Background: an optimization exercise with open tools, aiming at small area, a short achievable clock period and few clock cycles. Do not read the settings as production practice.
Where RTL was checked, it was by simulation tests only, not by an equivalence proof against the original.
The RTL of runs 4 to 6 was laid out without a check of its function.

--- config.mk ---
export PLATFORM = sky130hd
export DESIGN_NAME = sha256_reduced
export DESIGN_NICKNAME = sha256_reduced
export VERILOG_FILES = /design/flow/design.v
export SDC_FILE = /design/flow/constraint.sdc
export NUM_CORES = 8
export LEC_CHECK = 0
export CAP_MARGIN = 20
export CORE_MARGIN = 2
export CORE_UTILIZATION = 65
export CTS_CLUSTER_DIAMETER = 100
export CTS_CLUSTER_SIZE = 25
export SLEW_MARGIN = 20
export SYNTH_MEMORY_MAX_BITS = 4096
--- constraint.sdc ---
create_clock -name core_clock -period 15.0 [get_ports {clk}]
set_input_delay 3.0000 -clock core_clock [delete_from_list [all_inputs] [get_ports {clk}]]
set_output_delay 3.0000 -clock core_clock [all_outputs]
set_load 0.01 [all_outputs]
--- design.v ---
module k_rom (
    input  logic [5:0] kSel,
    output logic [31:0] kBus
);
    always_comb begin
        case (kSel)
                00: kBus = 32'h428a2f98;
                01: kBus = 32'h71374491;
                02: kBus = 32'hb5c0fbcf;
                03: kBus = 32'he9b5dba5;
                04: kBus = 32'h3956c25b;
                05: kBus = 32'h59f111f1;
                06: kBus = 32'h923f82a4;
                07: kBus = 32'hab1c5ed5;
                08: kBus = 32'hd807aa98;
                09: kBus = 32'h12835b01;
                10: kBus = 32'h243185be;
                11: kBus = 32'h550c7dc3;
                12: kBus = 32'h72be5d74;
                13: kBus = 32'h80deb1fe;
                14: kBus = 32'h9bdc06a7;
                15: kBus = 32'hc19bf174;
                16: kBus = 32'he49b69c1;
                17: kBus = 32'hefbe4786;
                18: kBus = 32'h0fc19dc6;
                19: kBus = 32'h240ca1cc;
                20: kBus = 32'h2de92c6f;
                21: kBus = 32'h4a7484aa;
                22: kBus = 32'h5cb0a9dc;
                23: kBus = 32'h76f988da;
                24: kBus = 32'h983e5152;
                25: kBus = 32'ha831c66d;
                26: kBus = 32'hb00327c8;
                27: kBus = 32'hbf597fc7;
                28: kBus = 32'hc6e00bf3;
                29: kBus = 32'hd5a79147;
                30: kBus = 32'h06ca6351;
                31: kBus = 32'h14292967;
                32: kBus = 32'h27b70a85;
                33: kBus = 32'h2e1b2138;
                34: kBus = 32'h4d2c6dfc;
                35: kBus = 32'h53380d13;
                36: kBus = 32'h650a7354;
                37: kBus = 32'h766a0abb;
                38: kBus = 32'h81c2c92e;
                39: kBus = 32'h92722c85;
                40: kBus = 32'ha2bfe8a1;
                41: kBus = 32'ha81a664b;
                42: kBus = 32'hc24b8b70;
                43: kBus = 32'hc76c51a3;
                44: kBus = 32'hd192e819;
                45: kBus = 32'hd6990624;
                46: kBus = 32'hf40e3585;
                47: kBus = 32'h106aa070;
                48: kBus = 32'h19a4c116;
                49: kBus = 32'h1e376c08;
                50: kBus = 32'h2748774c;
                51: kBus = 32'h34b0bcb5;
                52: kBus = 32'h391c0cb3;
                53: kBus = 32'h4ed8aa4a;
                54: kBus = 32'h5b9cca4f;
                55: kBus = 32'h682e6ff3;
                56: kBus = 32'h748f82ee;
                57: kBus = 32'h78a5636f;
                58: kBus = 32'h84c87814;
                59: kBus = 32'h8cc70208;
                60: kBus = 32'h90befffa;
                61: kBus = 32'ha4506ceb;
                62: kBus = 32'hbef9a3f7;
                63: kBus = 32'hc67178f2;
            default: kBus = 32'h00000000;
        endcase
    end
endmodule: k_rom
module sha256_reduced (
    input  logic        clk,
    input  logic        rst_n,
    input  logic        enable,
    input  logic [7:0]  data_in,
    input  logic        data_valid,
    input  logic        end_of_file,
    output logic        ready,
    output logic [31:0] hash_out,
    output logic        hash_valid
);
    localparam int FD = 14;    
    localparam int NB = 1;
    function automatic logic [31:0] rotr(input logic [31:0] x, input int n);
        rotr = (x >> n) | (x << (32 - n));
    endfunction
    function automatic logic [31:0] bsig0(input logic [31:0] x);
        bsig0 = rotr(x, 2) ^ rotr(x, 13) ^ rotr(x, 22);
    endfunction
    function automatic logic [31:0] bsig1(input logic [31:0] x);
        bsig1 = rotr(x, 6) ^ rotr(x, 11) ^ rotr(x, 25);
    endfunction
    function automatic logic [31:0] ssig0(input logic [31:0] x);
        ssig0 = rotr(x, 7) ^ rotr(x, 18) ^ (x >> 3);
    endfunction
    function automatic logic [31:0] ssig1(input logic [31:0] x);
        ssig1 = rotr(x, 17) ^ rotr(x, 19) ^ (x >> 10);
    endfunction
    function automatic logic [31:0] csum(input logic [31:0] x, input logic [31:0] y, input logic [31:0] z);
        csum = x ^ y ^ z;
    endfunction
    function automatic logic [31:0] ccar(input logic [31:0] x, input logic [31:0] y, input logic [31:0] z);
        ccar = {((x[30:0] & y[30:0]) | (x[30:0] & z[30:0]) | (y[30:0] & z[30:0])), 1'b0};
    endfunction
    function automatic logic [63:0] comp42(input logic [31:0] x1, input logic [31:0] x2,
                                           input logic [31:0] x3, input logic [31:0] x4);
        logic [31:0] p, t, co, ss, cc;
        p  = x1 ^ x2;
        t  = p ^ (x3 ^ x4);
        co = {(p[30:0] & x3[30:0]) | (~p[30:0] & x1[30:0]), 1'b0};
        ss = t ^ co;
        cc = {(t[30:0] & co[30:0]) | (~t[30:0] & x4[30:0]), 1'b0};
        comp42 = {ss, cc};
    endfunction
    function automatic logic [31:0] skadd(input logic [31:0] x, input logic [31:0] y);
        logic [31:0] gg, pp, g2, p2;
        gg = x & y; pp = x ^ y;
        for (int k = 1; k < 32; k = k * 2) begin
            g2 = gg; p2 = pp;
            for (int i = 0; i < 32; i++) begin
                if ((i / k) % 2 == 1) begin
                    g2[i] = gg[i] | (pp[i] & gg[(i / k) * k - 1]);
                    p2[i] = pp[i] & pp[(i / k) * k - 1];
                end
            end
            gg = g2; pp = p2;
        end
        skadd = (x ^ y) ^ {gg[30:0], 1'b0};
    endfunction
    logic       iv, ie, ien;
    logic [7:0] id;
    always_ff @(posedge clk or negedge rst_n) begin
        if (!rst_n) begin
            iv  <= 1'b0;
            ie  <= 1'b0;
            ien <= 1'b0;
        end else begin
            iv  <= data_valid;
            ie  <= end_of_file;
            ien <= enable;
        end
    end
    always_ff @(posedge clk) id <= data_in;
    logic        started;     
    logic        rx;          
    logic        eof_done;    
    logic        pad80;       
    logic [1:0]  bc;          
    logic [7:0]  nbytes;      
    logic [23:0] asm_q;
    logic        rdy_q;       
    assign ready = rdy_q;
    wire start  = ~started & iv & ien;
    wire byte_v = rx & iv;
    wire wrd    = byte_v & ((bc == 2'd3) | ie);    
    logic byp;                                      
    wire push   = wrd & ~byp;                       
    logic [31:0] wdata;
    always_comb begin
        case (bc)
            2'd0:    wdata = {id, 8'h80, 16'h0000};
            2'd1:    wdata = {asm_q[7:0], id, 8'h80, 8'h00};
            2'd2:    wdata = {asm_q[15:0], id, 8'h80};
            default: wdata = {asm_q, id};
        endcase
    end
    always_ff @(posedge clk) begin
        if (byte_v) asm_q <= {asm_q[15:0], id};
    end
    logic [FD-1:0][31:0] fq;
    logic [FD-1:0]       occ;      
    logic                fne;      
    logic                pop;
    always_ff @(posedge clk) begin
        if (push) fq <= {fq[FD-2:0], wdata};
    end
    logic [31:0] fhead;
    always_comb begin
        fhead = '0;
        for (int i = 0; i < FD; i++) fhead |= fq[i] & {32{occ[i]}};
    end
    always_ff @(posedge clk or negedge rst_n) begin
        if (!rst_n) begin
            occ <= '0;
            fne <= 1'b0;
        end else if (push & ~pop) begin
            occ <= {occ[FD-2:0], ~fne};
            fne <= 1'b1;
        end else if (pop & ~push) begin
            occ <= {1'b0, occ[FD-1:1]};
            fne <= ~occ[0];
        end
    end
    localparam logic [1:0] P_IDLE = 2'd0, P_RUN = 2'd1, P_OUT = 2'd2, P_DONE = 2'd3;
    logic [1:0]  ph;
    logic [6:0]  st;
    logic        bnd;        
    logic        srcm;       
    logic        nm;         
    logic        ffq;        
    logic        zero_op;    
    logic        pad14;      
    logic        lastblk;    
    logic [1:0]  stl;        
    logic [31:0] a, b, c, d, e, f, g, h;
    logic [31:0] kq;         
    logic [31:0] dl;         
    logic [3:0][31:0] xa, xe;   
    logic [15:0][31:0] w;
    logic [7:1]  osel;
    logic [31:0] hout;
    logic        hv;
    wire run      = (ph == P_RUN);
    wire avail    = fne | eof_done | wrd;
    wire stalling = (stl != 2'd0);
    wire stall    = stalling | (run & nm & ~avail);
    wire adv      = run & ~stall;
    wire ffstep   = adv & ffq;
    wire ld_r     = adv & ~bnd;
    wire ld_b     = adv & bnd;
    assign pop = adv & srcm & fne;
    assign byp = adv & srcm & ~fne & wrd;
    wire [6:0] st_next = (st == 7'd64) ? 7'd0 : st + 7'd1;
    logic [31:0] padword;
    always_comb begin
        if (pad80)                       padword = 32'h80000000;
        else if ((st == 7'd14) & pad14)  padword = {21'b0, nbytes, 3'b000};
        else                             padword = 32'h0;
    end
    wire [31:0] mval = fne ? fhead : wrd ? wdata : padword;
    wire [31:0] ws1  = ssig1(w[14]);
    wire [31:0] ws0  = ssig0(w[1]);
    wire [63:0] wc   = comp42(w[9], w[0], ws0, ws1);
    wire [31:0] wsch = wc[63:32] + wc[31:0];
    wire [31:0] wnew = srcm ? mval : wsch;
    logic [31:0] knext;
    k_rom krom (.kSel(adv ? st_next[5:0] : st[5:0]), .kBus(knext));
    wire [31:0] s1  = bsig1(e);
    wire [31:0] s0  = bsig0(a);
    wire [31:0] ch  = (e & f) | (~e & g);
    wire [31:0] maj = (a & b) | (c & (a | b));
    wire [63:0] ac  = comp42(dl, maj, ch, s0);
    wire [31:0] ax3 = csum(ac[63:32], ac[31:0], s1);
    wire [31:0] ay3 = ccar(ac[63:32], ac[31:0], s1);
    wire [31:0] an  = skadd(ax3, ay3);
    wire [63:0] ec  = comp42(dl, d, ch, s1);
    wire [31:0] en  = skadd(ec[63:32], ec[31:0]);
    wire [31:0] hsrc = bnd ? xe[1] : g;
    wire [31:0] px1  = csum(hsrc, kq, w[15]);
    wire [31:0] py1  = ccar(hsrc, kq, w[15]);
    logic [31:0] iva, ive;
    always_comb begin
        case (st)
            7'd62:   begin iva = 32'ha54ff53a; ive = 32'h5be0cd19; end
            7'd63:   begin iva = 32'h3c6ef372; ive = 32'h1f83d9ab; end
            7'd64:   begin iva = 32'hbb67ae85; ive = 32'h9b05688c; end
            default: begin iva = 32'h6a09e667; ive = 32'h510e527f; end
        endcase
    end
    wire [31:0] suma = zero_op ? iva : xa[0] + a;
    wire [31:0] sume = zero_op ? ive : xe[0] + e;
    wire [31:0] a_alt = ld_b ? suma : d;
    wire [31:0] e_alt = ld_b ? sume : h;
    always_ff @(posedge clk) begin
        w <= {(adv ? wnew  : w[12]), w[15:13],
              (adv ? w[12] : w[8]),  w[11:9],
              (adv ? w[8]  : w[4]),  w[7:5],
              (adv ? w[4]  : w[0]),  w[3:1]};
        a <= ld_r ? an : a_alt;
        b <= ld_b ? xa[3] : a;
        c <= ld_b ? xa[2] : b;
        d <= ld_b ? xa[1] : c;
        e <= ld_r ? en : e_alt;
        f <= ld_b ? xe[3] : e;
        g <= ld_b ? xe[2] : f;
        h <= ld_b ? xe[1] : g;
        kq <= knext;
        if (adv) begin
            dl  <= px1 + py1;
        end
        if (ffstep) begin
            xa <= {suma, xa[3:1]};
            xe <= {sume, xe[3:1]};
        end
    end
    wire fin = ld_b & lastblk;
    always_ff @(posedge clk) begin
        hout <= ({32{fin}} & suma) |
                ({32{osel[1] | osel[3]}} & b) | ({32{osel[2]}} & d) |
                ({32{osel[4] | osel[6]}} & h) | ({32{osel[5] | osel[7]}} & f);
    end
    assign hash_out   = hout;
    assign hash_valid = hv;
    always_ff @(posedge clk) begin
        rdy_q <= ~(started | start);
    end
    always_ff @(posedge clk or negedge rst_n) begin
        if (!rst_n) hv <= 1'b0;
        else        hv <= fin | (|osel);
    end
    wire thr = (nbytes >= 8'(NB));
    always_ff @(posedge clk or negedge rst_n) begin
        if (!rst_n) begin
            started  <= 1'b0;
            rx       <= 1'b0;
            eof_done <= 1'b0;
            pad80    <= 1'b0;
            bc       <= 2'd0;
            nbytes   <= 8'd0;
            ph       <= P_IDLE;
            st       <= 7'd0;
            bnd      <= 1'b0;
            srcm     <= 1'b0;
            nm       <= 1'b0;
            ffq      <= 1'b0;
            zero_op  <= 1'b0;
            pad14    <= 1'b0;
            lastblk  <= 1'b0;
            stl      <= 2'd0;
            osel     <= 7'd0;
        end else begin
            if (start) begin
                started <= 1'b1;
                if (ie) begin
                    eof_done <= 1'b1;
                    pad80    <= 1'b1;
                end else begin
                    rx <= 1'b1;
                end
            end
            if (byte_v) begin
                bc     <= bc + 2'd1;
                nbytes <= nbytes + 8'd1;
                if (ie) begin
                    rx       <= 1'b0;
                    eof_done <= 1'b1;
                    pad80    <= (bc == 2'd3);
                end
            end
            if ((ph == P_IDLE) & started & (thr | eof_done)) begin
                ph      <= P_RUN;
                st      <= 7'd62;
                bnd     <= 1'b0;
                srcm    <= 1'b0;
                nm      <= 1'b0;
                ffq     <= 1'b1;
                zero_op <= 1'b1;
            end
            stl <= stall ? stl + 2'd1 : 2'd0;
            if (adv) begin
                st   <= st_next;
                bnd  <= (st_next == 7'd0);
                srcm <= (st_next <= 7'd14) | (st_next == 7'd64);
                nm   <= (st_next <= 7'd14) | ((st_next == 7'd64) & ~lastblk);
                ffq  <= (st_next >= 7'd62) | (st_next == 7'd0);
                if (srcm & ~fne & ~wrd & pad80) pad80 <= 1'b0;
                if (st == 7'd13) pad14 <= ~fne & ~wrd & ~pad80;
                if ((st == 7'd14) & ~fne & ~wrd & pad14) lastblk <= 1'b1;
                if (bnd) begin
                    zero_op <= 1'b0;
                    if (lastblk) ph <= P_OUT;
                end
            end
            osel <= {osel[6:1], fin};
            if (osel[7]) ph <= P_DONE;
        end
    end
endmodule
--- flow/run.sh ---
#!/bin/bash
# Standard synthesis, then the standard flow's own layout with two changes: timing repair
# gets a larger setup margin, so that it keeps working past the constraint's
# period, and the port buffers are plain buffers (sky130_fd_sc_hd__buf_2)
# instead of the delay cells that buffer_ports picks by default.
set -euo pipefail
bash standard.sh synth > synth.log 2>&1
bash standard.sh SETUP_SLACK_MARGIN=10.6 TNS_END_PERCENT=100 \
  "BUFFER_PORTS_ARGS=-buffer_cell sky130_fd_sc_hd__buf_2" finish > layout.log 2>&1
--- standard.sh ---
#!/bin/bash
# synth_recipe.tcl (not shown) runs the flow's synth.tcl, then flattens the netlist and writes it again
# the make line also repeats each setting of config.mk as NAME=value (left out here)
make -C /OpenROAD-flow-scripts/flow DESIGN_CONFIG=/design/flow/config.mk WORK_HOME=/design/flow/orfs CLKGATE_MAP_FILE= SYNTH_SCRIPT=/design/flow/synth_recipe.tcl "${@:-finish}"
==> results of run 1 <==
==> metal layers <==
metal	wire length, um	track usage [%]	up-vias	share of wire (%)
met3	25300	7.24	524	11
met4	11300	15.9	6	5.1
met5	35	0	-	0.016
met2	94700	54.7	3108	43
met1	90400	54.6	26200	41
li1	-	-	23700	-
==> registers in the layout, indices dropped and copies added, names as in the netlist, 7 cells and up, named ones only <==
register	flops
w	512
fq	448
xa	128
xe	128
a	32
b	32
c	32
d	32
dl	32
e	32
f	32
g	32
h	32
hout	32
kq	32
asm_q	24
occ	14
id	8
nbytes	8
osel	7
st	7
==> per-stage QoR <==
stage | hold WS [ns] | setup WS (ns)
after floorplan | 0.310 | 4.27
after global placement | 0.310 | 9.72
after detailed placement | 0.312 | 9.59
after CTS | 0.318 | 10.59
after global routing | 0.331 | 10.43
final | 0.324 | 10.55
==> logic make-up after synthesis <==
group	count (synthesis)	synth area share, %
AND/OR/NAND/NOR	1972	11.2
buffers and inverters	519	2.70
XOR/XNOR	717	8.91
AO/OA/AOI/OAI	1425	13.0
multiplexers	96	1.40
adder cells (fa/ha/maj)	402	7.15
flip-flops	1659	55.6
==> worst paths after layout <==
path                       startpoint  endpoint  slack (ns)  depth (start not counted)
max                              f[3]     a[29]       10.55                         19
min                            w[442]    w[410]        0.32                          0
max reg2reg                      f[3]     a[29]       10.55                         19
min reg2reg                    w[442]    w[410]        0.32                          0
max in group asynchronous       rst_n       bnd       11.77                          2
min in group asynchronous       rst_n       ien        2.49                          2
==> layout make-up <==
| cell class | count | area, um2 |
|---|---|---|
| Fill cell | 8086 | 32400 |
| Clock buffer | 130 | 2260 |
| Timing Repair Buffer | 193 | 1600 |
| Multi-Input combinational cell | 4612 | 32400 |
| Tap cell | 1500 | 1880 |
| Sequential cell | 1659 | 41300 |
| Inverter | 163 | 637 |
| Clock inverter | 12 | 183 |
| Antenna cell | 2 | 5.00 |
==> repair_timing <==
action                     in CTS  in global routing
setup endpoints to repair     594                 69
hold buffers                    0                  0
gates resized for setup       228                206
buffers inserted               27                 42
pin swaps                      23                 79
cloned                          4                  1
==> placed cells by master, fill, tap and decap left out, types with 94 or more instances in the layout <==
master       n
buf_4      125
a21oi_1    258
a22oi_1    210
nor2_1     304
dfxtp_1    765
inv_1      151
maj3_1      94
ha_1       190
o21ai_0    298
xnor2_1    427
edfxtp_1   760
xor2_1     208
nand2_1   1239
==> results.json, run 1 <==
{
  "clockBufferDepth": 3,
  "ys.flop_type": "dfxtp_1",
  "ys_seq_elements": 1659,
  "slowest_delay_ns": 0.57,
  "grt_pass1_vias": 49600,
  "crit_fanout": 4,
  "gp_congestion": 0.983,
  "slew_violations": 0,
  "synth_nets": 7088,
  "clk_pin_slew_ns": 0.10,
  "worst_slew_pin_slew_ns": 1.26,
  "fin_util_pct": 71.3,
  "path_delay_family": "compound AO/OA/AOI/OAI gates",
  "cts_sinks": 1659,
  "dr_total_vias": 53500,
  "cp_data_required_time_ns": 15.62,
  "cap_violations": 0,
  "clock_latency_ns": 0.73,
  "tritoncts": "done",
  "routed_wl_um": 222000,
  "crit_chain": "mux2_4 -> xor2_4 -> xor2_2 -> xnor2_1 -> xor2_1 -> fa_1 -> inv_2 -> ha_4 -> o211ai_1 -> o21ai_1 -> buf_4 -> o211a_4 -> o211ai_1 -> nand2_1 -> a41oi_2 -> nand2b_1 -> a21oi_2 -> xor2_1 -> o31ai_1",
  "dr.pass1.iters": 6,
  "io_buffers": 46,
  "cts-root-buf": "clkbuf_16",
  "synth_top_cell_by_area": "edfxtp_1",
  "die_height_um": 341,
  "yosysMostFrequentCell": "nand2_1",
  "netlist_area_mm2": 0.0740,
  "report.final.setup_viol": 0,
  "htreeDepth": 3,
  "fmax_ghz": 0.225,
  "cp_slowest_cell": "fa_1",
  "relSlewSlack_pct": 15.9,
  "rsz0062_at_grt": "true",
  "dpl.hpwl_um": 155000,
  "async_flop_share_pct": 3.50,
  "avgSynthCellArea_um2": 10.9,
  "fin_crit_ns": 4.45,
  "final-hold-violation-count": 0,
  "status": "finished clean",
  "antenna_found_initial": 11,
  "numCtsBuffers": 79,
  "synth_cells": 6790,
  "synth-seq-area-share_pct": 55.6,
  "fin_setup_tns_ns": 0,
  "grt_max_degree": 204,
  "fin_area_mm2": 0.0803,
  "dpl.cell_count": 8052,
  "synth_common_cells": "nand2_1 (1242), dfxtp_1 (841), edfxtp_1 (760)",
  "drive_gt1_share_pct": 10.4,
  "design.portCount": 47,
  "placed_area_mm2": 0.0754,
  "endpoint_kind": "flip-flop",
  "synth_top_cell_area_share_pct": 30.9,
  "critPathKind": "flip-flop to flip-flop",
  "synth-edff-count": 760,
  "coreArea_mm2": 0.113,
  "viasPerCell": 6.47,
  "drt_iter0_markers": 7114,
  "core.rowCount": 123,
  "grt.overflow.total": 0,
  "finClkSkew_ns": 0.0429,
  "drc": 0,
  "chipWidth_um": 341,
  "ys_warn_count": 2,
  "worst-path-buf-inv": 2,
  "finalCritPeriodShare_pct": 29.6,
  "cp.arrival_ns": 5.06,
  "wire_per_inst_um": 26.8,
  "min-delay-path-class": "flip-flop to flip-flop",
  "grt_pass1_wl_um": 324000,
  "ant_nets": 0,
  "dieArea_mm2": 0.117,
  "initial_core_util_pct": 65.7,
  "ys_types": 106,
  "syn_to_final_growth_pct": 8.52,
  "fin_nets": 7006,
  "fin_cells": 8271,
  "startpoint_type": "flip-flop",
  "yosys-top-cells-area": "edfxtp_1 (31%), dfxtp_1 (23%), nand2_1 (6.3%)",
  "grt_usage_pct": 37.3
}
Testbench counts, summed over its fixed seeds: cycles 20,365.
==> inputs of run 2 (changes only) <==
--- a/design.v
+++ b/design.v
@@ -85,5 +85,5 @@
 );
     localparam int FD = 14;    
-    localparam int NB = 1;
+    localparam int NB = 45;    
     function automatic logic [31:0] rotr(input logic [31:0] x, input int n);
         rotr = (x >> n) | (x << (32 - n));
@@ -298,8 +298,5 @@
     always_ff @(posedge clk) begin
         rdy_q <= ~(started | start);
-    end
-    always_ff @(posedge clk or negedge rst_n) begin
-        if (!rst_n) hv <= 1'b0;
-        else        hv <= fin | (|osel);
+        hv    <= fin | (|osel);
     end
     wire thr = (nbytes >= 8'(NB));
--- a/flow/run.sh
+++ b/flow/run.sh
@@ -6,4 +6,4 @@
 set -euo pipefail
 bash standard.sh synth > synth.log 2>&1
-bash standard.sh SETUP_SLACK_MARGIN=10.6 TNS_END_PERCENT=100 \
+bash standard.sh SETUP_SLACK_MARGIN=10.7 TNS_END_PERCENT=100 \
   "BUFFER_PORTS_ARGS=-buffer_cell sky130_fd_sc_hd__buf_2" finish > layout.log 2>&1
--- a/config.mk
+++ b/config.mk
@@ -9,6 +9,7 @@
 export CORE_MARGIN = 2
 export CORE_UTILIZATION = 65
-export CTS_CLUSTER_DIAMETER = 100
-export CTS_CLUSTER_SIZE = 25
+export CTS_BUF_LIST = sky130_fd_sc_hd__clkbuf_8 sky130_fd_sc_hd__clkbuf_16
+export CTS_CLUSTER_DIAMETER = 80
+export CTS_CLUSTER_SIZE = 20
 export SLEW_MARGIN = 20
 export SYNTH_MEMORY_MAX_BITS = 4096
==> run 2 against run 1 <==
Against the previous run: still clean on timing, DRC and antenna; routed wire length down 2.8%; final area up 0.53%; count of clock-buffer cells in the layout down 32; via count down 1.0%; register-to-register slack better by 0.09 ns; maximum frequency up 2.2%; non-clock buffer count up 15; final cell count up 0.98%; synthesized cell count up 0.66%; critical path depth down 1; first-iteration DRC count down 14%; critical endpoint is now a[17]; largest cell class unchanged; highest routed layer is now met4.
==> results.json, run 2 <==
{
  "grt_max_degree": 190,
  "report.final.setup_viol": 0,
  "synth_top_cell_area_share_pct": 30.9,
  "placed_area_mm2": 0.0752,
  "wire_per_inst_um": 25.8,
  "tritoncts": "done",
  "synth-edff-count": 760,
  "layout_commonest_cell": "nand2_1",
  "critPathKind": "flip-flop to flip-flop",
  "synth-seq-area-share_pct": 55.7,
  "cp.arrival_ns": 4.93,
  "whs_ns": 0.313,
  "drive_gt1_share_pct": 10.6,
  "largest_reg_flops": 512,
  "fin_area_mm2": 0.0807,
  "cp_data_required_time_ns": 15.58,
  "fmax_ghz": 0.230,
  "top_regs": "w (512), fq (448)",
  "finalCritPeriodShare_pct": 29.0,
  "relSlewSlack_pct": 16.8,
  "ys_warn_count": 2,
  "dpl.cell_count": 8090,
  "viasPerCell": 6.34,
  "fin_nets": 7083,
  "htreeDepth": 3,
  "ant_nets": 0,
  "chipWidth_um": 341,
  "fin_crit_ns": 4.35,
  "fin_setup_tns_ns": 0,
  "final-hold-violation-count": 0,
  "initial_core_util_pct": 65.6,
  "rsz0062_at_grt": "true",
  "pre_cts_slack_ns": 9.02,
  "finClkSkew_ns": 0.0586,
  "dieArea_mm2": 0.116,
  "status": "finished clean",
  "dpl.hpwl_um": 150000,
  "hold_end": "w[57]",
  "grt_usage_pct": 36.4,
  "r2r_end": "a[17]",
  "synth_top_cell_by_area": "edfxtp_1",
  "fin_cells": 8352,
  "fin_util_pct": 71.6,
  "avgSynthCellArea_um2": 10.8,
  "yosysMostFrequentCell": "nand2_1",
  "synth_cells": 6835,
  "syn_to_final_growth_pct": 9.25,
  "numCtsBuffers": 95,
  "design.portCount": 47,
  "core.rowCount": 123,
  "io_buffers": 46,
  "r2r_cells": 18,
  "largest-register": "w",
  "crit_fanout": 3,
  "endpoint_kind": "flip-flop",
  "routed_wl_um": 216000,
  "postCtsHoldBufs": 0,
  "drc": 0,
  "async_flop_share_pct": 3.44,
  "yosys-top-cells-area": "edfxtp_1 (31%), dfxtp_1 (23%), nand2_1 (6.4%)",
  "r2r-start": "e[1]",
  "grt.overflow.total": 0,
  "cts_sinks": 1659,
  "grt_pass1_wl_um": 316000,
  "worst_slew_pin_slew_ns": 1.25,
  "dr_total_vias": 53000,
  "clk_pin_slew_ns": 0.09,
  "setup_slack_ns": 10.65,
  "slew_violations": 0,
  "clockBufferDepth": 3,
  "whs_path_depth": 0,
  "startpoint_type": "flip-flop",
  "cap_violations": 0,
  "cts-root-buf": "clkbuf_16",
  "ys_seq_elements": 1659,
  "die_height_um": 341,
  "ys.flop_type": "dfxtp_1",
  "final_cell_mix": "nand2_1 (1264), dfxtp_1 (764), edfxtp_1 (760)",
  "clock_latency_ns": 0.75,
  "netlist_area_mm2": 0.0739,
  "grt_pass1_vias": 49800,
  "antenna_found_initial": 1,
  "dr.pass1.iters": 8,
  "coreArea_mm2": 0.113,
  "drt_iter0_markers": 6130,
  "ys_types": 95,
  "min-delay-path-class": "flip-flop to flip-flop",
  "min_from": "w[89]",
  "reg2reg_slack_ns": 10.65,
  "gp_congestion": 0.966,
  "synth_common_cells": "nand2_1 (1268), dfxtp_1 (842), edfxtp_1 (760)",
  "synth_nets": 7133
}
-- run 2: cell count changes in the layout (fill, tap and decap cells not counted), moves of 11 or more --
| cell | delta |
|---|---|
| clkbuf_16 | +14 |
| nor2_1 | +29 |
| xnor2_1 | -18 |
| buf_4 | +13 |
| dfxtp_2 | +11 |
| nor2_4 | -11 |
| o21ai_1 | -12 |
| a21oi_1 | +32 |
| clkbuf_1 | -45 |
| xor2_1 | +13 |
| nand2_1 | +25 |
| inv_1 | +46 |
-- run 2: how the worst max path moves through the flow --
stage               start  endpoint  slack [ns]
finish               e[1]     a[17]       10.65
global route         a[9]     a[23]       10.53
CTS                 e[25]     a[29]       10.63
detailed placement  bc[1]   fq[289]        9.02
global placement    bc[1]   fq[289]        9.11
floorplan           bc[1]       fne        4.34
-- run 2: layout make-up --
cell class | instances | area (um2)
clock inverter | 63 | 415
inverter | 158 | 629
antenna | 3 | 7.51
clock buffer | 98 | 2430
multi-input combinational | 4663 | 32400
timing repair buffer | 208 | 1630
sequential | 1659 | 41300
fill | 8067 | 32000
tap | 1500 | 1880
-- run 2: what timing repair did --
action | in CTS | in global routing
pin swaps | 39 | 83
buffers inserted | 50 | 44
setup endpoints to repair | 738 | 195
gates resized for setup | 236 | 218
gates cloned | 3 | 1
hold endpoints to repair | 0 | 0
-- run 2: metal layers --
metal | track usage [%] | part of all wire, %
met4 | 19.9 | 6.6
met2 | 57.4 | 45
met1 | 49.0 | 40
met5 | 0 | 0
met3 | 5.16 | 8.0
-- run 2: cell families (layout without fill, tap and decap cells) --
family | count (synthesis) | count (layout) | synth area share (%)
simple gates | 2011 | 2014 | 11.4
flops | 1659 | 1659 | 55.7
compound gates | 1437 | 1437 | 12.9
xor+xnor | 718 | 718 | 8.88
buf+inv | 516 | 527 | 2.70
fa+ha+maj | 399 | 399 | 7.11
mux | 95 | 95 | 1.38
other cells | 0 | 3 | 0
-- run 2: worst max-delay path, stage by stage (launching register included) --
cell and delay [ns]:
dfxtp_4 0.37, and2_4 0.15, o21a_1 0.20, nor2_2 0.15
buf_6 0.13, xnor2_4 0.06, maj3_2 0.32, fa_1 0.59
inv_2 0.06, ha_4 0.25, a211oi_4 0.24, o211ai_1 0.20
a21oi_2 0.31, o21ai_4 0.13, a21o_1 0.23, fa_2 0.34
xnor2_1 0.14, nor3_1 0.06, a221o_1 0.28
Testbench counts of run 2, summed over its fixed seeds: cycles 20,554.
==> inputs of run 3 (changes only) <==
--- a/design.v
+++ b/design.v
@@ -153,6 +153,6 @@
     logic [7:0]  nbytes;      
     logic [23:0] asm_q;
-    logic        rdy_q;       
-    assign ready = rdy_q;
+    logic        nrdy;        
+    assign ready = ~nrdy;
     wire start  = ~started & iv & ien;
     wire byte_v = rx & iv;
@@ -296,12 +296,9 @@
     assign hash_out   = hout;
     assign hash_valid = hv;
-    always_ff @(posedge clk) begin
-        rdy_q <= ~(started | start);
-        hv    <= fin | (|osel);
-    end
     wire thr = (nbytes >= 8'(NB));
     always_ff @(posedge clk or negedge rst_n) begin
         if (!rst_n) begin
             started  <= 1'b0;
+            nrdy     <= 1'b0;
             rx       <= 1'b0;
             eof_done <= 1'b0;
@@ -320,7 +317,9 @@
             stl      <= 2'd0;
             osel     <= 7'd0;
+            hv       <= 1'b0;
         end else begin
             if (start) begin
                 started <= 1'b1;
+                nrdy    <= 1'b1;
                 if (ie) begin
                     eof_done <= 1'b1;
@@ -365,4 +364,5 @@
             osel <= {osel[6:1], fin};
             if (osel[7]) ph <= P_DONE;
+            hv <= fin | (|osel);
         end
     end
--- a/flow/run.sh
+++ b/flow/run.sh
@@ -6,4 +6,4 @@
 set -euo pipefail
 bash standard.sh synth > synth.log 2>&1
-bash standard.sh SETUP_SLACK_MARGIN=10.7 TNS_END_PERCENT=100 \
+bash standard.sh SETUP_SLACK_MARGIN=10.7 TNS_END_PERCENT=100 SKIP_BUFFER_REMOVAL=1 \
   "BUFFER_PORTS_ARGS=-buffer_cell sky130_fd_sc_hd__buf_2" finish > layout.log 2>&1
--- a/config.mk
+++ b/config.mk
@@ -9,7 +9,6 @@
 export CORE_MARGIN = 2
 export CORE_UTILIZATION = 65
-export CTS_BUF_LIST = sky130_fd_sc_hd__clkbuf_8 sky130_fd_sc_hd__clkbuf_16
-export CTS_CLUSTER_DIAMETER = 80
-export CTS_CLUSTER_SIZE = 20
+export CTS_CLUSTER_DIAMETER = 100
+export CTS_CLUSTER_SIZE = 25
 export SLEW_MARGIN = 20
 export SYNTH_MEMORY_MAX_BITS = 4096
==> run 3 against run 2 <==
Against the previous run: still clean on timing, DRC and antenna; routed wire length down 0.68%; critical path type is now flip-flop to primary output; core utilization down 0.48 points; first-iteration DRC count down 1.4%; sequential cell count down 1; count of clock-buffer cells in the layout up 30; final area down 0.93%; via count down 1.7%; worst setup slack worse by 0.049 ns; synthesized area down 0.47%.
==> results.json, run 3 <==
{
  "pre_cts_slack_ns": 8.99,
  "ys_seq_elements": 1658,
  "yosys-top-cells-area": "edfxtp_1 (31%), dfxtp_1 (23%), nand2_1 (6.3%)",
  "fin_crit_ns": 4.40,
  "multiInputGateArea_mm2": 0.0320,
  "grt_usage_pct": 36.0,
  "startpoint_type": "flip-flop",
  "ys.flop_type": "dfxtp_1",
  "fmax_ghz": 0.227,
  "largest_reg_flops": 512,
  "clockBufferDepth": 3,
  "viasPerCell": 6.33,
  "clock_latency_ns": 0.70,
  "layout_commonest_cell": "nand2_1",
  "whs_ns": 0.312,
  "drt_iter0_markers": 6042,
  "avgSynthCellArea_um2": 10.9,
  "synth_cells": 6737,
  "placed_area_mm2": 0.0749,
  "netlist_area_mm2": 0.0735,
  "largest-register": "w",
  "ys_types": 95,
  "grt_max_degree": 213,
  "synth-seq-area-share_pct": 55.9,
  "finalCritPeriodShare_pct": 29.3,
  "crit_fanout": 2,
  "async_flop_share_pct": 3.50,
  "coreArea_mm2": 0.112,
  "status": "finished clean",
  "relSlewSlack_pct": 26.6,
  "fin_nets": 6970,
  "initial_core_util_pct": 65.4,
  "drc": 0,
  "dr_total_vias": 52100,
  "antenna_found_initial": 4,
  "syn_to_final_growth_pct": 8.74,
  "drive_gt1_share_pct": 10.7,
  "synth_top_cell_by_area": "edfxtp_1",
  "fin_setup_tns_ns": 0,
  "ant_nets": 0,
  "grt_pass1_vias": 49200,
  "routed_wl_um": 214000,
  "fin_util_pct": 71.2,
  "io_buffers": 46,
  "synth_nets": 7035,
  "synth_common_cells": "nand2_1 (1242), dfxtp_1 (840), edfxtp_1 (760)",
  "gp_congestion": 0.965,
  "ys_warn_count": 2,
  "synth-edff-count": 760,
  "postCtsHoldBufs": 0,
  "cap_violations": 0,
  "report.final.setup_viol": 0,
  "fin_cells": 8232,
  "n_fill_cell": 8097,
  "top_regs": "w (512), fq (448)",
  "slew_violations": 0,
  "cp.arrival_ns": 1.40,
  "wire_per_inst_um": 26.0,
  "rsz0062_at_grt": "true",
  "cts_sinks": 1658,
  "synth_top_cell_area_share_pct": 31.0,
  "final_cell_mix": "nand2_1 (1237), edfxtp_1 (760), dfxtp_1 (752)",
  "dieArea_mm2": 0.116,
  "cp_data_required_time_ns": 12.00,
  "clk_pin_slew_ns": 0.11,
  "dr.pass1.iters": 9,
  "fin_area_mm2": 0.0799,
  "final-hold-violation-count": 0,
  "worst_slew_pin_slew_ns": 1.10,
  "finClkSkew_ns": 0.0374,
  "design.portCount": 47,
  "yosysMostFrequentCell": "nand2_1",
  "grt_pass1_wl_um": 313000,
  "dpl.cell_count": 7998,
  "htreeDepth": 3,
  "cts-root-buf": "clkbuf_16",
  "sequential_cell_area_mm2": 0.0413,
  "setup_slack_ns": 10.60,
  "critPathKind": "flip-flop to primary output",
  "tritoncts": "done",
  "numCtsBuffers": 79,
  "endpoint_kind": "primary output",
  "grt.overflow.total": 0,
  "chipWidth_um": 340,
  "min-delay-path-class": "flip-flop to flip-flop",
  "core.rowCount": 123,
  "die_height_um": 340,
  "dpl.hpwl_um": 150000
}
[run 3: worst max-delay path, stage by stage (launching register included)]
cell and delay (ns):
dfrtp_1 0.40, clkinvlp_4 0.15, buf_6 0.15
[run 3: layout make-up]
cell class / instances / area share [%]
clock buffer: 128 / 2.76
tap: 1500 / 2.35
sequential: 1658 / 51.6
inverter: 163 / 0.800
clock inverter: 11 / 0.177
timing repair buffer: 208 / 2.25
antenna: 2 / 0.00626
multi-input combinational: 4562 / 40.0
[run 3: worst paths after layout]
kind                       slack (ns)   from  cells past startpoint  endpoint
max                             10.60   nrdy                      2     ready
min                              0.31  w[92]                      0     w[60]
max reg2reg                     10.61   a[7]                     18     a[30]
min reg2reg                      0.31  w[92]                      0     w[60]
max in group asynchronous       11.53  rst_n                      2       bnd
min in group asynchronous        2.23  rst_n                      1        iv
[run 3: routing by layer]
| layer | track usage (%) | routed length [um] | vias to the layer above |
|---|---|---|---|
| li1 | - | - | 23600 |
| met1 | 47.6 | 83800 | 25400 |
| met2 | 58.1 | 99400 | 2563 |
| met3 | 3.98 | 16500 | 572 |
| met4 | 20.6 | 14500 | 4 |
| met5 | 0 | 24 | - |
[run 3: what timing repair did]
action | CTS | global route
buffers inserted | 53 | 36
pin swaps | 29 | 73
setup endpoints to repair | 835 | 520
gates cloned | 2 | 2
gates resized for setup | 245 | 240
[run 3: logic make-up (layout without fill, tap and decap cells)]
family          Yosys count  in the layout  synth area share, %
flops                  1658           1658                 55.9
other cells               0              2                    0
xor+xnor                723            723                 9.02
fa+ha+maj               400            400                 7.16
mux                      97             97                 1.41
simple gates           1941           1942                 11.0
buf+inv                 518            510                 2.74
compound gates         1400           1400                 12.7
Testbench counts of run 3, summed over its fixed seeds: cycles 20,554.
==> inputs of run 4 (changes only) <==
--- a/design.v
+++ b/design.v
@@ -132,18 +132,8 @@
         skadd = (x ^ y) ^ {gg[30:0], 1'b0};
     endfunction
-    logic       iv, ie, ien;
-    logic [7:0] id;
-    always_ff @(posedge clk or negedge rst_n) begin
-        if (!rst_n) begin
-            iv  <= 1'b0;
-            ie  <= 1'b0;
-            ien <= 1'b0;
-        end else begin
-            iv  <= data_valid;
-            ie  <= end_of_file;
-            ien <= enable;
-        end
-    end
-    always_ff @(posedge clk) id <= data_in;
+    wire       iv  = data_valid;
+    wire       ie  = end_of_file;
+    wire       ien = enable;
+    wire [7:0] id  = data_in;
     logic        started;     
     logic        rx;          
--- a/flow/run.sh
+++ b/flow/run.sh
@@ -6,4 +6,4 @@
 set -euo pipefail
 bash standard.sh synth > synth.log 2>&1
-bash standard.sh SETUP_SLACK_MARGIN=10.7 TNS_END_PERCENT=100 SKIP_BUFFER_REMOVAL=1 \
+bash standard.sh SETUP_SLACK_MARGIN=10.7 TNS_END_PERCENT=100 \
   "BUFFER_PORTS_ARGS=-buffer_cell sky130_fd_sc_hd__buf_2" finish > layout.log 2>&1
--- a/config.mk
+++ b/config.mk
@@ -8,5 +8,5 @@
 export CAP_MARGIN = 20
 export CORE_MARGIN = 2
-export CORE_UTILIZATION = 65
+export CORE_UTILIZATION = 55
 export CTS_CLUSTER_DIAMETER = 100
 export CTS_CLUSTER_SIZE = 25
==> run 4 against run 3 <==
Against the previous run: clock skew grew 0.028 ns; critical path type is now input port to flip-flop; register-to-register slack worse by 0.24 ns.
==> results.json, run 4 <==
{
  "pre_cts_slack_ns": 7.58,
  "critPathKind": "input port to flip-flop",
  "r2r-start": "f[13]",
  "synth_top_cell_by_area": "edfxtp_1",
  "grt_pass1_vias": 54100,
  "grt_usage_pct": 37.9,
  "synth_nets": 7049,
  "rsz0062_at_grt": "true",
  "fmax_ghz": 0.195,
  "async_flop_share_pct": 3.34,
  "grt_max_degree": 71,
  "fin_nets": 7578,
  "core.rowCount": 134,
  "min-delay-path-class": "flip-flop to flip-flop",
  "routed_wl_um": 270000,
  "ys.flop_type": "dfxtp_1",
  "ys_types": 96,
  "clk_pin_slew_ns": 0.10,
  "final_cell_mix": "nand2_1 (997), edfxtp_1 (760), dfxtp_1 (755)",
  "antenna_found_initial": 5,
  "initial_core_util_pct": 55.2,
  "cts-root-buf": "clkbuf_16",
  "gp_congestion": 0.930,
  "numCtsBuffers": 78,
  "multiInputGateArea_mm2": 0.0346,
  "ys_warn_count": 2,
  "die_height_um": 370,
  "synth_common_cells": "nand2_1 (1249), dfxtp_1 (832), edfxtp_1 (760)",
  "largest_reg_flops": 512,
  "yosysMostFrequentCell": "nand2_1",
  "ant_nets": 0,
  "netlist_area_mm2": 0.0735,
  "fin_area_mm2": 0.0940,
  "syn_to_final_growth_pct": 27.8,
  "design.portCount": 47,
  "dr.pass1.iters": 6,
  "placed_area_mm2": 0.0754,
  "drc": 0,
  "sequential_cell_area_mm2": 0.0410,
  "endpoint_kind": "flip-flop",
  "relSlewSlack_pct": 28.9,
  "htreeDepth": 3,
  "dpl.hpwl_um": 156000,
  "avgSynthCellArea_um2": 10.9,
  "yosys-top-cells-area": "edfxtp_1 (31%), dfxtp_1 (23%), nand2_1 (6.4%)",
  "final-hold-violation-count": 0,
  "viasPerCell": 6.27,
  "coreArea_mm2": 0.133,
  "cp_data_required_time_ns": 15.63,
  "reg2reg_slack_ns": 10.37,
  "cap_violations": 0,
  "worst_slew_pin_slew_ns": 1.06,
  "cts_sinks": 1647,
  "synth-edff-count": 760,
  "fin_setup_tns_ns": 0,
  "grt_pass1_wl_um": 375000,
  "finClkSkew_ns": 0.0650,
  "r2r_cells": 21,
  "drive_gt1_share_pct": 23.7,
  "io_buffers": 46,
  "startpoint_type": "input port",
  "slew_violations": 0,
  "chipWidth_um": 370,
  "ys_seq_elements": 1647,
  "tritoncts": "done",
  "finalCritPeriodShare_pct": 34.3,
  "top_regs": "w (512), fq (448)",
  "wire_per_inst_um": 29.7,
  "layout_commonest_cell": "nand2_1",
  "crit_path_start": "end_of_file",
  "synth_top_cell_area_share_pct": 31.0,
  "n_fill_cell": 9416,
  "clockBufferDepth": 3,
  "report.final.setup_viol": 0,
  "grt.overflow.total": 0,
  "crit_fanout": 11,
  "dieArea_mm2": 0.137,
  "cp.arrival_ns": 5.77,
  "crit_end": "kq[16]",
  "setup_slack_ns": 9.86,
  "dr_total_vias": 57100,
  "largest-register": "w",
  "drt_iter0_markers": 6830,
  "synth-seq-area-share_pct": 55.6,
  "synth_cells": 6751,
  "status": "finished clean",
  "fin_crit_ns": 5.14,
  "r2r_end": "a[28]",
  "clock_latency_ns": 0.76
}
[run 4: critical path: stages]
cell and delay, ns:
buf_8 0.10, o211a_4 0.27, o311ai_4 0.35, buf_6 0.18, buf_12 0.10, buf_16 0.10
buf_4 0.11, or2_4 0.18, xor2_4 0.09, buf_4 0.19, clkbuf_16 0.18, nor2_2 0.40
o221ai_1 0.24, o21ai_1 0.17, a31oi_1 0.07
[run 4: what timing repair did]
action                                  in CTS  in global routing
setup buffers                              328                117
endpoints found under the setup margin    1162               1137
pin swaps                                  284                188
gates resized for setup                   1148                485
gates cloned                               196                 31
hold buffers                                 0                  0
[run 4: layer usage]
metal  part of all wire, %  track usage, %
met1                    37            47.0
met2                    46            61.5
met3                   8.3            5.85
met4                   8.7            25.4
met5                0.0081               0
[run 4: area by class of cell]
cell class / instances / area share, %
Sequential cell: 1647 / 43.7
Clock inverter: 14 / 0.245
Inverter: 160 / 0.706
Timing Repair inverter: 3 / 0.0280
Multi-Input combinational cell: 4594 / 36.9
Timing Repair Buffer: 796 / 13.9
Clock buffer: 122 / 2.28
Antenna cell: 2 / 0.00533
Tap cell: 1768 / 2.35
[run 4: per-stage QoR]
step,hold slack (ns),cells,utilization (%)
after detailed placement,0.312,8296,56.6
after global placement,0.310,8295,56.6
final,0.306,9106,70.6
after global routing,0.313,9104,70.6
after CTS,0.307,8956,67.9
after floorplan,0.310,6751,-
[run 4: logic make-up (layout without fill, tap and decap cells)]
kind of cell / count (synthesis) / after routing / share of synthesized area [%]
other cells: 0 / 2 / 0
buf+inv: 516 / 1095 / 2.74
fa+ha+maj: 400 / 400 / 7.16
xor+xnor: 719 / 719 / 8.95
mux: 102 / 102 / 1.50
flops: 1647 / 1647 / 55.6
compound gates: 1410 / 1410 / 12.9
simple gates: 1957 / 1963 / 11.2
[run 4: how the worst min path moves through the flow]
stage / from / to / slack (ns) / depth (start not counted)
finish: w[167] / w[135] / 0.31 / 0
global route: w[167] / w[135] / 0.31 / 0
CTS: w[167] / w[135] / 0.31 / 0
detailed placement: w[176] / w[144] / 0.31 / 0
global placement: w[255] / w[223] / 0.31 / 0
floorplan: w[160] / w[128] / 0.31 / 0
==> inputs of run 5 (changes only) <==
--- a/design.v
+++ b/design.v
@@ -85,5 +85,5 @@
 );
     localparam int FD = 14;    
-    localparam int NB = 45;    
+    localparam int NB = 46;    
     function automatic logic [31:0] rotr(input logic [31:0] x, input int n);
         rotr = (x >> n) | (x << (32 - n));
@@ -132,8 +132,18 @@
         skadd = (x ^ y) ^ {gg[30:0], 1'b0};
     endfunction
-    wire       iv  = data_valid;
-    wire       ie  = end_of_file;
-    wire       ien = enable;
-    wire [7:0] id  = data_in;
+    logic       iv, ie, ien;
+    logic [7:0] id;
+    always_ff @(posedge clk or negedge rst_n) begin
+        if (!rst_n) begin
+            iv  <= 1'b0;
+            ie  <= 1'b0;
+            ien <= 1'b0;
+        end else begin
+            iv  <= data_valid;
+            ie  <= end_of_file;
+            ien <= enable;
+        end
+    end
+    always_ff @(posedge clk) id <= data_in;
     logic        started;     
     logic        rx;          
@@ -147,7 +157,5 @@
     wire start  = ~started & iv & ien;
     wire byte_v = rx & iv;
-    wire wrd    = byte_v & ((bc == 2'd3) | ie);    
-    logic byp;                                      
-    wire push   = wrd & ~byp;                       
+    wire push   = byte_v & ((bc == 2'd3) | ie);
     logic [31:0] wdata;
     always_comb begin
@@ -206,5 +214,5 @@
     logic        hv;
     wire run      = (ph == P_RUN);
-    wire avail    = fne | eof_done | wrd;
+    wire avail    = fne | eof_done;
     wire stalling = (stl != 2'd0);
     wire stall    = stalling | (run & nm & ~avail);
@@ -214,6 +222,16 @@
     wire ld_b     = adv & bnd;
     assign pop = adv & srcm & fne;
-    assign byp = adv & srcm & ~fne & wrd;
     wire [6:0] st_next = (st == 7'd64) ? 7'd0 : st + 7'd1;
+    logic       ldr_q, ldb_q;
+    wire        init_go  = (ph == P_IDLE) & started & (thr | eof_done);
+    wire        fin      = ld_b & lastblk;
+    wire        run_n    = init_go | (run & ~fin);
+    wire [1:0]  stl_n    = stall ? stl + 2'd1 : 2'd0;
+    wire        nm_n     = init_go ? 1'b0 :
+                           adv ? ((st_next <= 7'd14) | ((st_next == 7'd64) & ~lastblk)) : nm;
+    wire        bnd_n    = init_go ? 1'b0 : adv ? (st_next == 7'd0) : bnd;
+    wire        fne_n    = (push & ~pop) ? 1'b1 : (pop & ~push) ? ~occ[0] : fne;
+    wire        eofd_n   = eof_done | (start & ie) | (byte_v & ie);
+    wire        adv_n    = run_n & (stl_n == 2'd0) & ~(nm_n & ~fne_n & ~eofd_n);
     logic [31:0] padword;
     always_comb begin
@@ -222,5 +240,5 @@
         else                             padword = 32'h0;
     end
-    wire [31:0] mval = fne ? fhead : wrd ? wdata : padword;
+    wire [31:0] mval = fne ? fhead : padword;
     wire [31:0] ws1  = ssig1(w[14]);
     wire [31:0] ws0  = ssig0(w[1]);
@@ -234,7 +252,12 @@
     wire [31:0] ch  = (e & f) | (~e & g);
     wire [31:0] maj = (a & b) | (c & (a | b));
-    wire [63:0] ac  = comp42(dl, maj, ch, s0);
-    wire [31:0] ax3 = csum(ac[63:32], ac[31:0], s1);
-    wire [31:0] ay3 = ccar(ac[63:32], ac[31:0], s1);
+    wire [31:0] adl  = ldr_q ? dl : (ldb_q ? (zero_op ? iva : xa[0]) : d);
+    wire [31:0] amaj = ldr_q ? maj : ((ldb_q & ~zero_op) ? a : 32'h0);
+    wire [31:0] ach  = ch & {32{ldr_q}};
+    wire [31:0] as0  = s0 & {32{ldr_q}};
+    wire [31:0] as1  = s1 & {32{ldr_q}};
+    wire [63:0] ac  = comp42(adl, amaj, ach, as0);
+    wire [31:0] ax3 = csum(ac[63:32], ac[31:0], as1);
+    wire [31:0] ay3 = ccar(ac[63:32], ac[31:0], as1);
     wire [31:0] an  = skadd(ax3, ay3);
     wire [63:0] ec  = comp42(dl, d, ch, s1);
@@ -254,5 +277,4 @@
     wire [31:0] suma = zero_op ? iva : xa[0] + a;
     wire [31:0] sume = zero_op ? ive : xe[0] + e;
-    wire [31:0] a_alt = ld_b ? suma : d;
     wire [31:0] e_alt = ld_b ? sume : h;
     always_ff @(posedge clk) begin
@@ -261,5 +283,5 @@
               (adv ? w[8]  : w[4]),  w[7:5],
               (adv ? w[4]  : w[0]),  w[3:1]};
-        a <= ld_r ? an : a_alt;
+        a <= an;
         b <= ld_b ? xa[3] : a;
         c <= ld_b ? xa[2] : b;
@@ -278,5 +300,4 @@
         end
     end
-    wire fin = ld_b & lastblk;
     always_ff @(posedge clk) begin
         hout <= ({32{fin}} & suma) |
@@ -306,4 +327,6 @@
             lastblk  <= 1'b0;
             stl      <= 2'd0;
+            ldr_q    <= 1'b0;
+            ldb_q    <= 1'b0;
             osel     <= 7'd0;
             hv       <= 1'b0;
@@ -328,5 +351,5 @@
                 end
             end
-            if ((ph == P_IDLE) & started & (thr | eof_done)) begin
+            if (init_go) begin
                 ph      <= P_RUN;
                 st      <= 7'd62;
@@ -337,5 +360,7 @@
                 zero_op <= 1'b1;
             end
-            stl <= stall ? stl + 2'd1 : 2'd0;
+            stl <= stl_n;
+            ldr_q <= adv_n & ~bnd_n;
+            ldb_q <= adv_n & bnd_n;
             if (adv) begin
                 st   <= st_next;
@@ -344,7 +369,7 @@
                 nm   <= (st_next <= 7'd14) | ((st_next == 7'd64) & ~lastblk);
                 ffq  <= (st_next >= 7'd62) | (st_next == 7'd0);
-                if (srcm & ~fne & ~wrd & pad80) pad80 <= 1'b0;
-                if (st == 7'd13) pad14 <= ~fne & ~wrd & ~pad80;
-                if ((st == 7'd14) & ~fne & ~wrd & pad14) lastblk <= 1'b1;
+                if (srcm & ~fne & pad80) pad80 <= 1'b0;
+                if (st == 7'd13) pad14 <= ~fne & ~pad80;
+                if ((st == 7'd14) & ~fne & pad14) lastblk <= 1'b1;
                 if (bnd) begin
                     zero_op <= 1'b0;
==> run 5 against run 4 <==
Against the previous run: still clean on timing, DRC and antenna; die area up 2.1%; synthesized area increased by 2.1%; first-iteration DRC count decreased by 16%; count of clock-buffer cells in the layout up 1; via count is 7.6% lower; non-clock buffer count shrank 559; critical path type is now flip-flop to flip-flop; largest cell class unchanged.
==> results.json, run 5 <==
{
  "fin_nets": 7143,
  "finClkSkew_ns": 0.0456,
  "min_from": "w[423]",
  "synth-edff-count": 760,
  "ys_warn_count": 2,
  "top_regs": "w (512), fq (448)",
  "die_height_um": 373,
  "whs_path_depth": 0,
  "coreArea_mm2": 0.135,
  "synth_nets": 7198,
  "dpl.hpwl_um": 162000,
  "startpoint_type": "flip-flop",
  "r2r-start": "st[1]",
  "drc": 0,
  "fin_setup_tns_ns": 0,
  "largest-register": "w",
  "synth_common_cells": "nand2_1 (1295), dfxtp_1 (840), edfxtp_1 (760)",
  "synth_cells": 6896,
  "antenna_found_initial": 7,
  "final-hold-violation-count": 0,
  "critPathKind": "flip-flop to flip-flop",
  "synth-seq-area-share_pct": 54.8,
  "ys_types": 101,
  "ant_nets": 0,
  "drive_gt1_share_pct": 10.1,
  "endpoint_kind": "flip-flop",
  "cts-root-buf": "clkbuf_16",
  "tritoncts": "done",
  "core.rowCount": 135,
  "ys_seq_elements": 1660,
  "clock_latency_ns": 0.76,
  "yosysMostFrequentCell": "nand2_1",
  "drt_iter0_markers": 5707,
  "hold_end": "w[391]",
  "fin_cells": 8686,
  "largest_reg_flops": 512,
  "syn_to_final_growth_pct": 9.09,
  "grt_pass1_wl_um": 336000,
  "postCtsHoldBufs": 0,
  "dpl.cell_count": 8437,
  "cap_violations": 0,
  "chipWidth_um": 373,
  "reg2reg_slack_ns": 9.62,
  "ys.flop_type": "dfxtp_1",
  "avgSynthCellArea_um2": 10.9,
  "design.portCount": 47,
  "status": "finished clean",
  "final_cell_mix": "nand2_1 (1291), dfxtp_1 (800), edfxtp_1 (760)",
  "grt_pass1_vias": 50000,
  "finalCritPeriodShare_pct": 35.9,
  "r2r_cells": 22,
  "numCtsBuffers": 79,
  "async_flop_share_pct": 3.61,
  "netlist_area_mm2": 0.0750,
  "dr.pass1.iters": 7,
  "worst_slew_pin_slew_ns": 1.12,
  "slew_violations": 0,
  "rsz0062_at_grt": "true",
  "grt_usage_pct": 32.3,
  "synth_top_cell_area_share_pct": 30.4,
  "viasPerCell": 6.07,
  "clockBufferDepth": 3,
  "crit_path_start": "st[1]",
  "min-delay-path-class": "flip-flop to flip-flop",
  "synth_top_cell_by_area": "edfxtp_1",
  "relSlewSlack_pct": 25.2,
  "cp_data_required_time_ns": 15.67,
  "initial_core_util_pct": 55.4,
  "cts_sinks": 1660,
  "routed_wl_um": 231000,
  "clk_pin_slew_ns": 0.11,
  "dieArea_mm2": 0.139,
  "grt_max_degree": 195,
  "fmax_ghz": 0.186,
  "r2r_end": "a[31]",
  "fin_crit_ns": 5.38,
  "n_fill_cell": 11200,
  "gp_congestion": 0.997,
  "wire_per_inst_um": 26.6,
  "layout_commonest_cell": "nand2_1",
  "crit_fanout": 8,
  "report.final.setup_viol": 0,
  "yosys-top-cells-area": "edfxtp_1 (30%), dfxtp_1 (22%), nand2_1 (6.5%)",
  "grt.overflow.total": 0,
  "io_buffers": 46,
  "cp.arrival_ns": 6.05,
  "dr_total_vias": 52700,
  "htreeDepth": 3
}
## run 5: cells by family (layout without fill, tap and decap cells)
logic type | Yosys count | after routing | synth area share (%)
AO/OA/AOI/OAI | 1476 | 1476 | 13.3
XOR/XNOR | 748 | 748 | 9.10
AND/OR/NAND/NOR | 1946 | 1946 | 10.8
adder cells (fa/ha/maj) | 441 | 441 | 7.58
flip-flops | 1660 | 1660 | 54.8
other | 0 | 5 | 0
buffers and inverters | 509 | 513 | 2.69
multiplexers | 116 | 116 | 1.66
## run 5: per-layer routing
layer / global-route usage, % / wire length (um)
met1: 43.5 / 96100
met2: 52.6 / 108000
met3: 3.76 / 14800
met4: 14.9 / 12300
met5: 0 / 0
## run 5: what timing repair did
| item | 4_1_cts | 5_1_grt |
|---|---|---|
| resized for setup | 223 | 96 |
| pin swaps | 62 | 65 |
| setup buffers | 74 | 25 |
| endpoints found under the setup margin | 285 | 272 |
| gates cloned | 3 | 2 |
## run 5: worst max path at each step
stage	to	slack, ns	cells past startpoint
floorplan	ldb_q	6.39	9
global placement	a[31]	8.27	23
detailed placement	a[31]	8.08	23
CTS	a[31]	9.67	24
global route	a[31]	9.44	24
finish	a[31]	9.62	22
## run 5: area by class of cell
class                      instances  area [um2]  area share, %
clock buffer                     123        2170           2.65
tap                             1781        2230           2.72
clock inverter                    17         292          0.356
multi-input combinational       4727       33400           40.8
timing repair buffer             237        2040           2.49
sequential                      1660       41200           50.4
antenna                            5        12.5         0.0153
inverter                         136         524          0.640
## run 5: worst max-delay path, stage by stage, from the launching register on
cell and delay [ns]:
dfrtp_2 0.48, inv_2 0.11, ha_4 0.14, nand4bb_4 0.15, or3_4 0.55, a311oi_2 0.32
or3_1 0.16, and2_4 0.15, nor2_2 0.04, maj3_2 0.32, a22o_1 0.23, fa_1 0.61
ha_4 0.23, a211oi_4 0.24, o21a_2 0.22, o21ai_4 0.10, a21oi_4 0.26, o21ai_4 0.10
a21oi_4 0.19, o21ai_2 0.09, or3_4 0.35, a31oi_4 0.16, xnor2_1 0.12
## run 5: stage by stage
stage | hold WS, ns | utilization [%] | setup WS (ns) | area, um2
global route | 0.328 | 60.4 | 9.44 | 81900
floorplan | 0.310 | - | 6.39 | 75300
CTS | 0.324 | 59.9 | 9.67 | 81200
detailed placement | 0.312 | 56.9 | 8.08 | 77000
finish | 0.315 | 60.4 | 9.62 | 81900
global placement | 0.310 | 56.9 | 8.27 | 77000
==> inputs of run 6 (changes only) <==
--- a/design.v
+++ b/design.v
@@ -252,5 +252,5 @@
     wire [31:0] ch  = (e & f) | (~e & g);
     wire [31:0] maj = (a & b) | (c & (a | b));
-    wire [31:0] adl  = ldr_q ? dl : (ldb_q ? (zero_op ? iva : xa[0]) : d);
+    wire [31:0] adl  = ldr_q ? dl : (ldb_q ? (zero_op ? 32'h6a09e667 : xa[0]) : d);
     wire [31:0] amaj = ldr_q ? maj : ((ldb_q & ~zero_op) ? a : 32'h0);
     wire [31:0] ach  = ch & {32{ldr_q}};
==> run 6 against run 5 <==
Against the previous run: global-route usage grew 0.39 points; via count down 0.71%; final cell count down 1.0%; worst setup slack better by 0.57 ns; routed wire length fell by 0.33%; core utilization increased by 0.75 points; die area is 0.92% lower; first-iteration DRC count grew 1.2%; critical path depth is 3 lower; critical endpoint is now a[30]; sequential share of layout area hardly changed.
==> results.json, run 6 <==
{
  "cts-root-buf": "clkbuf_16",
  "cp_num_cells": 19,
  "htreeDepth": 3,
  "dr_total_vias": 52400,
  "critPathKind": "flip-flop to flip-flop",
  "reg2reg_slack_ns": 10.19,
  "min-delay-path-class": "flip-flop to flip-flop",
  "crit_fanout": 7,
  "crit_end": "a[30]",
  "ys_warn_count": 2,
  "slew_violations": 0,
  "finalCritPeriodShare_pct": 32.0,
  "ys_types": 87,
  "path_common_cell": "xnor2_1",
  "startpoint_type": "flip-flop",
  "ys.flop_type": "dfxtp_1",
  "crit_path_start": "a[10]",
  "grt_use_met2_pct": 52.6,
  "largest_reg_flops": 512,
  "cp_data_required_time_ns": 15.65,
  "fin_util_pct": 61.2,
  "multiInputGateArea_mm2": 0.0330,
  "top_usage_layer": "met2",
  "relSlewSlack_pct": 22.0,
  "io_buffers": 46,
  "use_met1_pct": 44.8,
  "synth_common_cells": "nand2_1 (1268), dfxtp_1 (840), edfxtp_1 (760)",
  "dr.pass1.iters": 9,
  "grt_usage_pct": 32.7,
  "synth_cells": 6783,
  "rsz0062_at_grt": "true",
  "sequential_cell_area_mm2": 0.0413,
  "tritoncts": "done",
  "clock_latency_ns": 0.74,
  "async_flop_share_pct": 3.61,
  "routed_wl_um": 231000,
  "ant_nets": 0,
  "die_height_um": 372,
  "cp_slowest_cell": "dfxtp_1",
  "wire_per_inst_um": 26.8,
  "slowest_delay_ns": 0.73,
  "drt_iter0_markers": 5776,
  "endpoint_kind": "flip-flop",
  "largest-register": "w",
  "synth_top_cell_by_area": "edfxtp_1",
  "r2r-start": "a[10]",
  "antenna_found_initial": 7,
  "gp_congestion": 0.986,
  "synth-edff-count": 760,
  "design.portCount": 47,
  "coreArea_mm2": 0.134,
  "chipWidth_um": 372,
  "core.rowCount": 134,
  "whs_path_depth": 0,
  "grt_max_degree": 96,
  "r2r_end": "a[30]",
  "grt_pass1_wl_um": 333000,
  "yosys-top-cells-area": "edfxtp_1 (31%), dfxtp_1 (23%), nand2_1 (6.4%)",
  "clk_pin_slew_ns": 0.10,
  "fin_nets": 7066,
  "final-hold-violation-count": 0,
  "fmax_ghz": 0.208,
  "clockBufferDepth": 3,
  "drive_gt1_share_pct": 11.2,
  "synth_top_cell_area_share_pct": 30.7,
  "n_fill_cell": 11000,
  "synth_nets": 7084,
  "cts_sinks": 1660,
  "numCtsBuffers": 79,
  "netlist_area_mm2": 0.0744,
  "dpl.hpwl_um": 162000,
  "top_regs": "w (512), fq (448)",
  "met3_usage_pct": 3.98,
  "report.final.setup_viol": 0,
  "path_delay_family": "XOR/XNOR gates",
  "layout_commonest_cell": "nand2_1",
  "dieArea_mm2": 0.138,
  "status": "finished clean",
  "worst_slew_pin_slew_ns": 1.16,
  "viasPerCell": 6.09,
  "final_cell_mix": "nand2_1 (1264), dfxtp_1 (784), edfxtp_1 (760)",
  "syn_to_final_growth_pct": 10.1,
  "avgSynthCellArea_um2": 11.0,
  "r2r_cells": 19,
  "ys_seq_elements": 1660,
  "cp.arrival_ns": 5.46,
  "drc": 0,
  "finClkSkew_ns": 0.0550,
  "worst-path-buf-inv": 2,
  "fin_crit_ns": 4.81,
  "grt.overflow.total": 0,
  "initial_core_util_pct": 55.6
}
run 6: per-stage QoR:
| step | hold WS [ns] | cells | worst slack (ns) | instance area, um2 |
|---|---|---|---|---|
| after floorplan | 0.310 | 6783 | 6.02 | 74800 |
| after global placement | 0.310 | 8299 | 9.28 | 76300 |
| after detailed placement | 0.312 | 8299 | 9.22 | 76300 |
| after CTS | 0.303 | 8542 | 10.30 | 80700 |
| after global routing | 0.313 | 8594 | 10.07 | 81900 |
| final | 0.312 | 8596 | 10.19 | 81900 |
run 6: logic make-up (layout without fill, tap and decap cells):
logic type               Yosys count  in the layout  share of synthesized area, %
AO/OA/AOI/OAI                   1427           1427                          12.9
XOR/XNOR                         756            756                          9.55
adder cells (fa/ha/maj)          439            439                          7.62
buffers and inverters            483            525                          2.48
flip-flops                      1660           1660                          55.3
multiplexers                      88             88                          1.30
other                              0              2                             0
AND/OR/NAND/NOR                 1930           1931                          10.9
run 6: layout make-up:
| class | instances | share of cell area (%) |
|---|---|---|
| tap | 1768 | 2.70 |
| sequential | 1660 | 50.4 |
| timing repair buffer | 270 | 3.01 |
| clock inverter | 16 | 0.323 |
| inverter | 113 | 0.558 |
| antenna | 2 | 0.00611 |
| clock buffer | 126 | 2.67 |
| multi-input combinational | 4641 | 40.3 |
run 6: worst min-delay path by stage:
stage	to	from	slack (ns)
global placement	w[167]	w[199]	0.31
floorplan	w[128]	w[160]	0.31
CTS	w[387]	w[419]	0.30
finish	w[387]	w[419]	0.31
global route	w[387]	w[419]	0.31
detailed placement	w[180]	w[212]	0.31
run 6: what timing repair did:
action | in CTS | in global routing
gates cloned | 10 | 2
hold buffers | 0 | 0
setup endpoints to repair | 180 | 105
pin swaps | 73 | 88
hold endpoints to repair | 0 | 0
buffers inserted | 91 | 50
resized for setup | 263 | 149
run 6: per-layer routing:
layer	routed length [um]	part of all wire, %
met5	13	0.0056
met4	11800	5.1
met1	97500	42
met2	106000	46
met3	15700	6.8
run 6: worst reg2reg max path: stages (launching register included):
cell       delay [ns]
dfxtp_1          0.73
xor2_1           0.17
xnor2_1          0.61
xnor2_1          0.19
nand2_1          0.08
xnor2_1          0.14
xnor2_1          0.14
fa_1             0.48
inv_1            0.07
ha_1             0.29
and3_4           0.20
and3_4           0.19
nand3_4          0.10
a2111oi_4        0.43
o21ai_2          0.12
nor2_2           0.16
o41ai_2          0.09
o21bai_1         0.24
buf_4            0.16
xor2_1           0.14

[what the ideal ports hide]
How much do the figures lean on ideal ports? The routed layouts below were timed once more, with nothing changed but the port constraints. Step 1, drivers: a clkbuf_16 drives clk and a buf_2 each remaining input, both assumed. Step 2, shift: input delay + t, output delay - t, t = (earliest + latest rising clock arrival at the registers) / 2. This alone moves slack from input paths to output paths. a / b / c = ideal ports / drivers / drivers and shift; a / b = the first two.
| run | t (ns) | slack for setup (ns) | worst register clock-pin slew, ns |
|---|---|---|---|
| run 1 | 0.778 | 10.555 / 10.545 / 10.555 | 0.11 / 0.11 |
| run 2 | 0.799 | 10.649 / 10.649 / 10.649 | 0.09 / 0.09 |
| run 3 | 0.765 | 10.600 / 10.519 / 10.612 | 0.11 / 0.11 |
| run 4 | 0.815 | 9.861 / 9.905 / 9.091 | 0.11 / 0.11 |
| run 5 | 0.808 | 9.619 / 9.619 / 9.619 | 0.11 / 0.11 |
| run 6 | 0.798 | 10.193 / 10.193 / 10.193 | 0.11 / 0.11 |
After both steps setup and hold are still met in every run listed. For run 4, which loses most, drivers alone change the setup slack by +0.044 ns; drivers and shift together by -0.770 ns.
